Source: an optimization exercise on an open RTL-to-GDS flow (aim: small area, a short achievable clock period and few clock cycles per item). Production flows keep margins and buffers that such runs may drop.
Where RTL was checked, it was by simulation tests only, not by an equivalence proof against the original.
The flow treats the clock pin as an ideal source, which a real chip does not have.
Power is estimated from default activity; no workload was simulated.

==> flow/design.v <==
`timescale 1ns / 1ps
module Optical_8x8ctrl_top#(
    parameter       P_BAR       =   1'b0,
    parameter       P_CROSS     =   1'b1,
    parameter       P_DSTWIDTH  =   3   ,
    parameter       P_PORTNUM   =   8   ,
    parameter       P_SWITCHNUM =   4
)(
    input                                   i_clk           ,
    input                                   i_rst           ,
    input  [P_DSTWIDTH*P_PORTNUM - 1:0]     i_8x8_req       ,
    input                                   i_8x8_valid     ,
    output [19:0]                           o_grant_8x8     ,
    output                                  o_grant_valid
);
wire [3:1] w_s;
wire [8:0] w_e0;
wire       w_b3;
wire [5:0] w_d1;
reg  [3:1] r_s;      
reg  [8:0] r_e0;     
reg        r_b3;     
reg  [5:0] r_d1;     
reg        r_valid;
benes8_in u_in (
    .i_req (i_8x8_req),
    .o_s   (w_s),
    .o_e0  (w_e0),
    .o_b3  (w_b3),
    .o_d1  (w_d1)
);
benes8_out u_out (
    .i_s     (r_s),
    .i_e0    (r_e0),
    .i_b3    (r_b3),
    .i_d1    (r_d1),
    .o_grant (o_grant_8x8)
);
assign o_grant_valid = r_valid;
always @(posedge i_clk) begin
    r_s  <= w_s;
    r_e0 <= w_e0;
    r_b3 <= w_b3;
    r_d1 <= w_d1;
end
always @(posedge i_clk or posedge i_rst) begin
    if (i_rst) r_valid <= 1'b0;
    else       r_valid <= i_8x8_valid;
end
endmodule
module benes8_in(
    input  [23:0] i_req,
    output [3:1]  o_s,
    output [8:0]  o_e0,
    output        o_b3,
    output [5:0]  o_d1
);
wire [2:0] dst [0:7];
wire [1:0] D   [0:7];
genvar gi;
generate
    for (gi = 0; gi < 8; gi = gi + 1) begin : g_in
        assign dst[gi] = i_req[3*gi +: 3];
        assign D[gi]   = i_req[3*gi+1 +: 2];
    end
endgenerate
wire e02 = D[0] == D[2], e04 = D[0] == D[4];
wire e13 = D[1] == D[3], e14 = D[1] == D[4], e15 = D[1] == D[5];
wire e16 = D[1] == D[6], e17 = D[1] == D[7];
wire e24 = D[2] == D[4], e25 = D[2] == D[5], e27 = D[2] == D[7];
wire e34 = D[3] == D[4], e35 = D[3] == D[5], e36 = D[3] == D[6], e37 = D[3] == D[7];
wire e47 = D[4] == D[7], e57 = D[5] == D[7];
wire s1 = e13 | e02 | (e15 & e34) | (e14 & e35) | (e17 & e36) | (e16 & e37);
wire s2_0 = e04 | e15 | e24 | e35;
wire s2_1 = e04 | e15 | e34 | e25;
wire s3_0 = e17 | e37 | (e47 & s2_0) | (e57 & ~s2_0);
wire s3_1 = e17 | e27 | (e47 & s2_1) | (e57 & ~s2_1);
wire s2 = s1 ? s2_1 : s2_0;
wire s3 = s1 ? s3_1 : s3_0;
wire [4:0] pass2 = s2 ? {D[4], dst[5]} : {D[5], dst[4]};
assign o_s     = {s3, s2, s1};
assign o_e0    = {pass2[2:0], s1 ? dst[3] : dst[2], dst[0]};
assign o_d1    = {pass2[4:3], s1 ? D[2] : D[3], D[1]};
assign o_b3    = s3 ? dst[7][0] : dst[6][0];
endmodule
module benes4_route(
    input  [5:0] d,
    output [5:0] g,
    output [3:0] z0, z1, z2, z3
);
genvar i;
generate
    for (i = 0; i < 3; i = i + 1) begin : g_dec
        assign z0[i] = d[2*i +: 2] == 2'd0;
        assign z1[i] = d[2*i +: 2] == 2'd1;
        assign z2[i] = d[2*i +: 2] == 2'd2;
        assign z3[i] = d[2*i +: 2] == 2'd3;
    end
endgenerate
assign z0[3] = ~(z0[0] | z0[1] | z0[2]);
assign z1[3] = ~(z1[0] | z1[1] | z1[2]);
assign z2[3] = ~(z2[0] | z2[1] | z2[2]);
assign z3[3] = ~(z3[0] | z3[1] | z3[2]);
assign g[0] = ~z0[0];
assign g[1] = ~z0[0] & ~z0[1];
assign g[3] = z0[3];
assign g[2] = z0[0] ? d[3] : d[1];
assign g[4] = (d[1] & d[3]) | z1[3];
assign g[5] = d[1] ? d[0] : (d[3] ? d[2] : d[4]);
endmodule
module benes8_out(
    input  [3:1] i_s,
    input  [8:0] i_e0,
    input        i_b3,
    input  [5:0] i_d1,
    output [19:0] o_grant
);
wire [5:0] g0, g1;
wire [3:0] z0, z1, z2, z3;
wire [3:0] y0, y1, y2, y3;
benes4_route u_sub0 (
    .d  ({i_e0[8:7], i_e0[5:4], i_e0[2:1]}),
    .g  (g0), .z0 (z0), .z1 (z1), .z2 (z2), .z3 (z3)
);
benes4_route u_sub1 (
    .d  (i_d1),
    .g  (g1), .z0 (y0), .z1 (y1), .z2 (y2), .z3 (y3)
);
wire [3:0] b = {i_b3, i_e0[6], i_e0[3], i_e0[0]};
wire [3:0] go;
assign go[0] = |(z0 & b);
assign go[1] = |(z1 & b);
assign go[2] = |(z2 & b);
assign go[3] = |(z3 & b);
assign o_grant = {go, i_s, 1'b0, g1, g0};
endmodule
export LEC_CHECK = 0
export CAP_MARGIN = 20
export CORE_AREA = 2 2 64 64
export DIE_AREA = 0 0 66 66
export SLEW_MARGIN = 20
create_clock -name core_clock -period 19.0 [get_ports {i_clk}]
standard.sh (not shown) runs the stock make flow with config.mk's settings and CLKGATE_MAP_FILE= SYNTH_SCRIPT=/design/flow/synth_recipe.tcl, a recipe that flattens the netlist after the stock synthesis.
==> flow/flow/run.sh <==
#!/bin/bash
set -euo pipefail
cd "$(dirname "$0")/.."
W=$(pwd)
export BUFFER_PORTS_ARGS="-buffer_cell sky130_fd_sc_hd__buf_2"
export POST_GLOBAL_PLACE_TCL=$W/flow/outbuf.tcl
export POST_CTS_TCL=$W/flow/size.tcl
export CTS_ARGS="-sink_clustering_enable -repair_clock_nets -buf_list {sky130_fd_sc_hd__clkbuf_4} -root_buf sky130_fd_sc_hd__clkbuf_4 -dont_use_dummy_load"
bash standard.sh > flow.log 2>&1
Other scripts of this flow, unchanged in this note and not shown: flow/flow/outbuf.tcl, flow/flow/size.tcl
Testbench counts at the start, summed over its fixed seeds: cycles 2,048, items 2,048.
Rerun with:
--- a/flow/design.v
+++ b/flow/design.v
@@ -32,7 +32,7 @@
 benes8_out u_out (
     .i_s     (r_s),
-    .i_e0    (r_e0),
-    .i_b3    (r_b3),
-    .i_d1    (r_d1),
+    .i_e0    ({~r_e0[8:3], r_e0[2:0]}),
+    .i_b3    (~r_b3),
+    .i_d1    ({~r_d1[5:2], r_d1[1:0]}),
     .o_grant (o_grant_8x8)
 );
@@ -40,7 +40,7 @@
 always @(posedge i_clk) begin
     r_s  <= w_s;
-    r_e0 <= w_e0;
-    r_b3 <= w_b3;
-    r_d1 <= w_d1;
+    r_e0 <= {~w_e0[8:3], w_e0[2:0]};
+    r_b3 <= ~w_b3;
+    r_d1 <= {~w_d1[5:2], w_d1[1:0]};
 end
 always @(posedge i_clk or posedge i_rst) begin
@@ -71,5 +71,5 @@
 wire e34 = D[3] == D[4], e35 = D[3] == D[5], e36 = D[3] == D[6], e37 = D[3] == D[7];
 wire e47 = D[4] == D[7], e57 = D[5] == D[7];
-wire s1 = e13 | e02 | (e15 & e34) | (e14 & e35) | (e17 & e36) | (e16 & e37);
+wire s1 = e13 | e02 | ((e14 | e15) & (e34 | e35)) | ((e16 | e17) & (e36 | e37));
 wire s2_0 = e04 | e15 | e24 | e35;
 wire s2_1 = e04 | e15 | e34 | e25;
What happened: Total power grows slightly. Cell count rose slightly. Die area does not change. Area after synthesis falls by a few percent. Cell area came out lower by a few percent. Sequential cell count stays the same. Critical path depth is unchanged. Routed wire length goes down by a few percent. Utilization shrinks by 1.2 points. Worst setup slack gets better by 120 ps. Count of clock-buffer cells in the layout does not change. Via count hardly moves. Synthesized cell count increases by a few percent. Fmax rose by a few percent.
Only the layout flow was run in the second run of this note; the RTL was not checked for function there.

========
Optical_8x8ctrl_top, a different RTL version from the one above (not shown whole).
Size: about 140 cells after synthesis, roughly 48 I/O pins, ~1200 um2 of cells after synthesis.
==> module benes8_in, before the edit <==
module benes8_in(
    input  [23:0] i_req,
    output [3:1]  o_s,
    output [8:0]  o_e0,
    output        o_b3,
    output [5:0]  o_d1
);
wire [2:0] dst [0:7];
wire [1:0] D   [0:7];
genvar gi;
generate
    for (gi = 0; gi < 8; gi = gi + 1) begin : g_in
        assign dst[gi] = i_req[3*gi +: 3];
        assign D[gi]   = i_req[3*gi+1 +: 2];
    end
endgenerate
wire e02 = D[0] == D[2], e04 = D[0] == D[4], e05 = D[0] == D[5];
wire e13 = D[1] == D[3], e14 = D[1] == D[4], e15 = D[1] == D[5], e17 = D[1] == D[7];
wire e24 = D[2] == D[4], e25 = D[2] == D[5], e27 = D[2] == D[7];
wire e34 = D[3] == D[4], e35 = D[3] == D[5], e37 = D[3] == D[7];
wire e47 = D[4] == D[7], e57 = D[5] == D[7];
wire s1 = e13 | e02 | ((e14 | e15) & (e34 | e35)) | ((e04 | e05) & (e24 | e25));
wire s2_0 = e04 | e15 | e24 | e35;
wire s2_1 = e04 | e15 | e34 | e25;
wire s3_0 = e17 | e37 | (e47 & s2_0) | (e57 & ~s2_0);
wire s3_1 = e17 | e27 | (e47 & s2_1) | (e57 & ~s2_1);
wire s2 = s1 ? s2_1 : s2_0;
wire s3 = s1 ? s3_1 : s3_0;
wire [4:0] pass2 = s2 ? {D[4], dst[5]} : {D[5], dst[4]};
assign o_s     = {s3, s2, s1};
assign o_e0    = {pass2[2:0], s1 ? dst[3] : dst[2], dst[0]};
assign o_d1    = {pass2[4:3], s1 ? D[2] : D[3], D[1]};
assign o_b3    = s3 ? dst[7][0] : dst[6][0];
endmodule
==> flow/config.mk <==
export PLATFORM = sky130hd
export DESIGN_NAME = Optical_8x8ctrl_top
export DESIGN_NICKNAME = Optical_8x8ctrl_top
export VERILOG_FILES = /design/flow/design.v
export SDC_FILE = /design/flow/constraint.sdc
export NUM_CORES = 4
export LEC_CHECK = 0
export CAP_MARGIN = 20
export CORE_AREA = 2 2 64 64
export DIE_AREA = 0 0 66 66
export SLEW_MARGIN = 20
==> flow/constraint.sdc <==
create_clock -name core_clock -period 19.0 [get_ports {i_clk}]
set_input_delay 3.8000 -clock core_clock [delete_from_list [all_inputs] [get_ports {i_clk}]]
set_output_delay 3.8000 -clock core_clock [all_outputs]
set_load 0.01 [all_outputs]
==> flow/flow/run.sh <==
#!/bin/bash
set -euo pipefail
cd "$(dirname "$0")/.."
W=$(pwd)
{ head -n 1 synth_recipe.tcl; cat flow/abc_override.tcl; tail -n +2 synth_recipe.tcl; } > own_synth.tcl
sed "s#SYNTH_SCRIPT=[^ ]*#SYNTH_SCRIPT=$W/own_synth.tcl#" standard.sh > own_standard.sh
grep -q "SYNTH_SCRIPT=$W/own_synth.tcl" own_standard.sh
export OWN_ABC_SCRIPT=$W/flow/abc.script
export BUFFER_PORTS_ARGS="-buffer_cell sky130_fd_sc_hd__buf_2"
export POST_GLOBAL_PLACE_TCL=$W/flow/outbuf.tcl
export POST_CTS_TCL=$W/flow/size.tcl
export CTS_ARGS="-sink_clustering_enable -repair_clock_nets -buf_list {sky130_fd_sc_hd__clkbuf_4} -root_buf sky130_fd_sc_hd__clkbuf_4 -dont_use_dummy_load"
bash own_standard.sh > flow.log 2>&1
Other scripts of this flow, unchanged in this note and not shown: flow/flow/abc.script, flow/flow/abc_override.tcl, flow/flow/outbuf.tcl, flow/flow/size.tcl
Then changed:
--- a/flow/design.v
+++ b/flow/design.v
@@ -67,18 +67,20 @@
 wire e02 = D[0] == D[2], e04 = D[0] == D[4], e05 = D[0] == D[5];
 wire e13 = D[1] == D[3], e14 = D[1] == D[4], e15 = D[1] == D[5], e17 = D[1] == D[7];
 wire e24 = D[2] == D[4], e25 = D[2] == D[5], e27 = D[2] == D[7];
 wire e34 = D[3] == D[4], e35 = D[3] == D[5], e37 = D[3] == D[7];
 wire e47 = D[4] == D[7], e57 = D[5] == D[7];
-wire s1 = e13 | e02 | ((e14 | e15) & (e34 | e35)) | ((e04 | e05) & (e24 | e25));
+wire s1 = e13 | e02 | (e15 & e34) | (e14 & e35) | (e25 & e04) | (e24 & e05);
 wire s2_0 = e04 | e15 | e24 | e35;
 wire s2_1 = e04 | e15 | e34 | e25;
 wire s3_0 = e17 | e37 | (e47 & s2_0) | (e57 & ~s2_0);
 wire s3_1 = e17 | e27 | (e47 & s2_1) | (e57 & ~s2_1);
 wire s2 = s1 ? s2_1 : s2_0;
 wire s3 = s1 ? s3_1 : s3_0;
-wire [4:0] pass2 = s2 ? {D[4], dst[5]} : {D[5], dst[4]};
+wire [4:0] pass2_0 = s2_0 ? {D[4], dst[5]} : {D[5], dst[4]};
+wire [4:0] pass2_1 = s2_1 ? {D[4], dst[5]} : {D[5], dst[4]};
+wire [4:0] pass2   = s1 ? pass2_1 : pass2_0;
 assign o_s     = {s3, s2, s1};
 assign o_e0    = {pass2[2:0], s1 ? dst[3] : dst[2], dst[0]};
 assign o_d1    = {pass2[4:3], s1 ? D[2] : D[3], D[1]};
 assign o_b3    = s3 ? dst[7][0] : dst[6][0];
 endmodule
Outcome: Sequential cell count stays the same. Setup slack is worse by 28 ps. Core utilization rose by 3.0 points. Area after synthesis rose by a little under a tenth. Wire length rose by a little under a tenth. Cell area rose by a little under a tenth. Critical path depth is unchanged.
Function was not checked in any run of this note: the RTL went through the layout flow alone.

========
Setup of middle:
Another version of the RTL of Optical_8x8ctrl_top (not shown whole).
For scale: about 150 cells after synthesis, ~48 I/O pins, about 1400 um2 of cells after synthesis.
==> module Optical_8x8ctrl_top, before the edit <==
module Optical_8x8ctrl_top#(
    parameter       P_BAR       =   1'b0,
    parameter       P_CROSS     =   1'b1,
    parameter       P_DSTWIDTH  =   3   ,
    parameter       P_PORTNUM   =   8   ,
    parameter       P_SWITCHNUM =   4
)(
    input                                   i_clk           ,
    input                                   i_rst           ,
    input  [P_DSTWIDTH*P_PORTNUM - 1:0]     i_8x8_req       ,
    input                                   i_8x8_valid     ,
    output [19:0]                           o_grant_8x8     ,
    output                                  o_grant_valid
);
wire [3:1] w_s;
wire [8:0] w_e0;
wire       w_b3;
wire [5:0] w_d1;
reg  [3:1] r_s;      
reg  [8:0] r_e0;     
reg        r_b3;     
reg  [5:0] r_d1;     
reg        r_valid;
benes8_in u_in (
    .i_req (i_8x8_req),
    .o_s   (w_s),
    .o_e0  (w_e0),
    .o_b3  (w_b3),
    .o_d1  (w_d1)
);
benes8_out u_out (
    .i_s     (r_s),
    .i_e0    ({r_e0[8:6], ~r_e0[5:3], r_e0[2:0]}),
    .i_b3    (r_b3),
    .i_d1    ({r_d1[5:4], ~r_d1[3:2], r_d1[1:0]}),
    .o_grant (o_grant_8x8)
);
assign o_grant_valid = r_valid;
always @(posedge i_clk) begin
    r_s  <= w_s;
    r_e0 <= {w_e0[8:6], ~w_e0[5:3], w_e0[2:0]};
    r_b3 <= w_b3;
    r_d1 <= {w_d1[5:4], ~w_d1[3:2], w_d1[1:0]};
end
always @(posedge i_clk or posedge i_rst) begin
    if (i_rst) r_valid <= 1'b0;
    else       r_valid <= i_8x8_valid;
end
endmodule
export LEC_CHECK = 0
export CAP_MARGIN = 20
export CORE_AREA = 2 2 64 64
export DIE_AREA = 0 0 66 66
export SLEW_MARGIN = 20
create_clock -name core_clock -period 19.0 [get_ports {i_clk}]
==> flow/flow/run.sh <==
#!/bin/bash
set -euo pipefail
cd "$(dirname "$0")/.."
W=$(pwd)
export BUFFER_PORTS_ARGS="-buffer_cell sky130_fd_sc_hd__buf_2"
export POST_GLOBAL_PLACE_TCL=$W/flow/outbuf.tcl
export POST_CTS_TCL=$W/flow/size.tcl
export CTS_ARGS="-sink_clustering_enable -repair_clock_nets -buf_list {sky130_fd_sc_hd__clkbuf_4} -root_buf sky130_fd_sc_hd__clkbuf_4 -dont_use_dummy_load"
bash standard.sh > flow.log 2>&1
Other scripts of this flow, unchanged in this note and not shown: flow/flow/outbuf.tcl, flow/flow/size.tcl
Relative to middle, the following input files were edited for west:
==> flow/design.v, changed modules only <==
module Optical_8x8ctrl_top#(
    parameter       P_BAR       =   1'b0,
    parameter       P_CROSS     =   1'b1,
    parameter       P_DSTWIDTH  =   3   ,
    parameter       P_PORTNUM   =   8   ,
    parameter       P_SWITCHNUM =   4
)(
    input                                   i_clk           ,
    input                                   i_rst           ,
    input  [P_DSTWIDTH*P_PORTNUM - 1:0]     i_8x8_req       ,
    input                                   i_8x8_valid     ,
    output [19:0]                           o_grant_8x8     ,
    output                                  o_grant_valid
);
wire [3:1] w_s;
wire [8:0] w_e0;
wire       w_b3;
wire [5:0] w_d1;
reg  [3:1] r_s;      
reg  [8:0] r_e0;     
reg        r_b3;     
reg  [5:0] r_d1;     
reg        r_valid;
benes8_in u_in (
    .i_req (i_8x8_req),
    .o_s   (w_s),
    .o_e0  (w_e0),
    .o_b3  (w_b3),
    .o_d1  (w_d1)
);
benes8_out u_out (
    .i_s     (r_s),
    .i_e0    ({~r_e0[8:3], r_e0[2:0]}),
    .i_b3    (~r_b3),
    .i_d1    (r_d1),
    .o_grant (o_grant_8x8)
);
assign o_grant_valid = r_valid;
always @(posedge i_clk) begin
    r_s  <= w_s;
    r_e0 <= {~w_e0[8:3], w_e0[2:0]};
    r_b3 <= ~w_b3;
    r_d1 <= w_d1;
end
always @(posedge i_clk or posedge i_rst) begin
    if (i_rst) r_valid <= 1'b0;
    else       r_valid <= i_8x8_valid;
end
endmodule
### Flow results
west ended with less met1 usage in global routing than middle. Compared with middle, in west minimum setup slack in the final design lower, proportion of cell area occupied by registers shows an increase of 0.40 points, sequential share of power grew by 0.4 points, post-route cell area down 1.8%, final count of hold timing violations neither gained nor lost much. Delta (west minus middle): share of the synthesized netlist area taken by xor and xnor gates higher; buffering overhead saw an increase. After detailed routing, middle needs more wire than west.
No functional check of the RTL was part of any run of this note.

static timing again, ports no longer ideal:
Ports are ideal in the flow. The routed layouts listed here were re-timed in OpenROAD. Step 1 sets driving cells, clkbuf_16 on the clock port and buf_2 on the other inputs (assumed; they add their load-dependent delay and slew). Step 2 also shifts input and output timing later by t, the mid clock arrival at the registers, as if the neighbouring blocks saw the same clock. Three values: ideal ports, drivers, drivers and shift; two values: the first two.
run | t, ns | slack for setup (ns) | worst hold slack (ns) | worst slew at a driven data input, ns
the first run of note 1 | 0.305 | 13.555 / 13.552 / 13.247 | 3.282 / 3.280 / 3.586 | 0.03
the second run of note 1 | 0.305 | 13.679 / 13.666 / 13.372 | 3.289 / 3.286 / 3.591 | 0.04
the first run of note 2 | 0.311 | 13.784 / 13.784 / 13.473 | 3.279 / 3.275 / 3.586 | 0.03
the second run of note 2 | 0.304 | 13.756 / 13.752 / 13.452 | 3.309 / 3.307 / 3.611 | 0.03
middle | 0.305 | 13.647 / 13.646 / 13.342 | 3.279 / 3.279 / 3.584 | 0.03
west | 0.299 | 13.547 / 13.544 / 13.248 | 3.290 / 3.289 / 3.588 | 0.03
After both steps setup and hold are still met in every run listed. The setup slack of the first run of note 2, which loses most, moves by 0.000 ns with the drivers and by -0.311 ns with both steps.
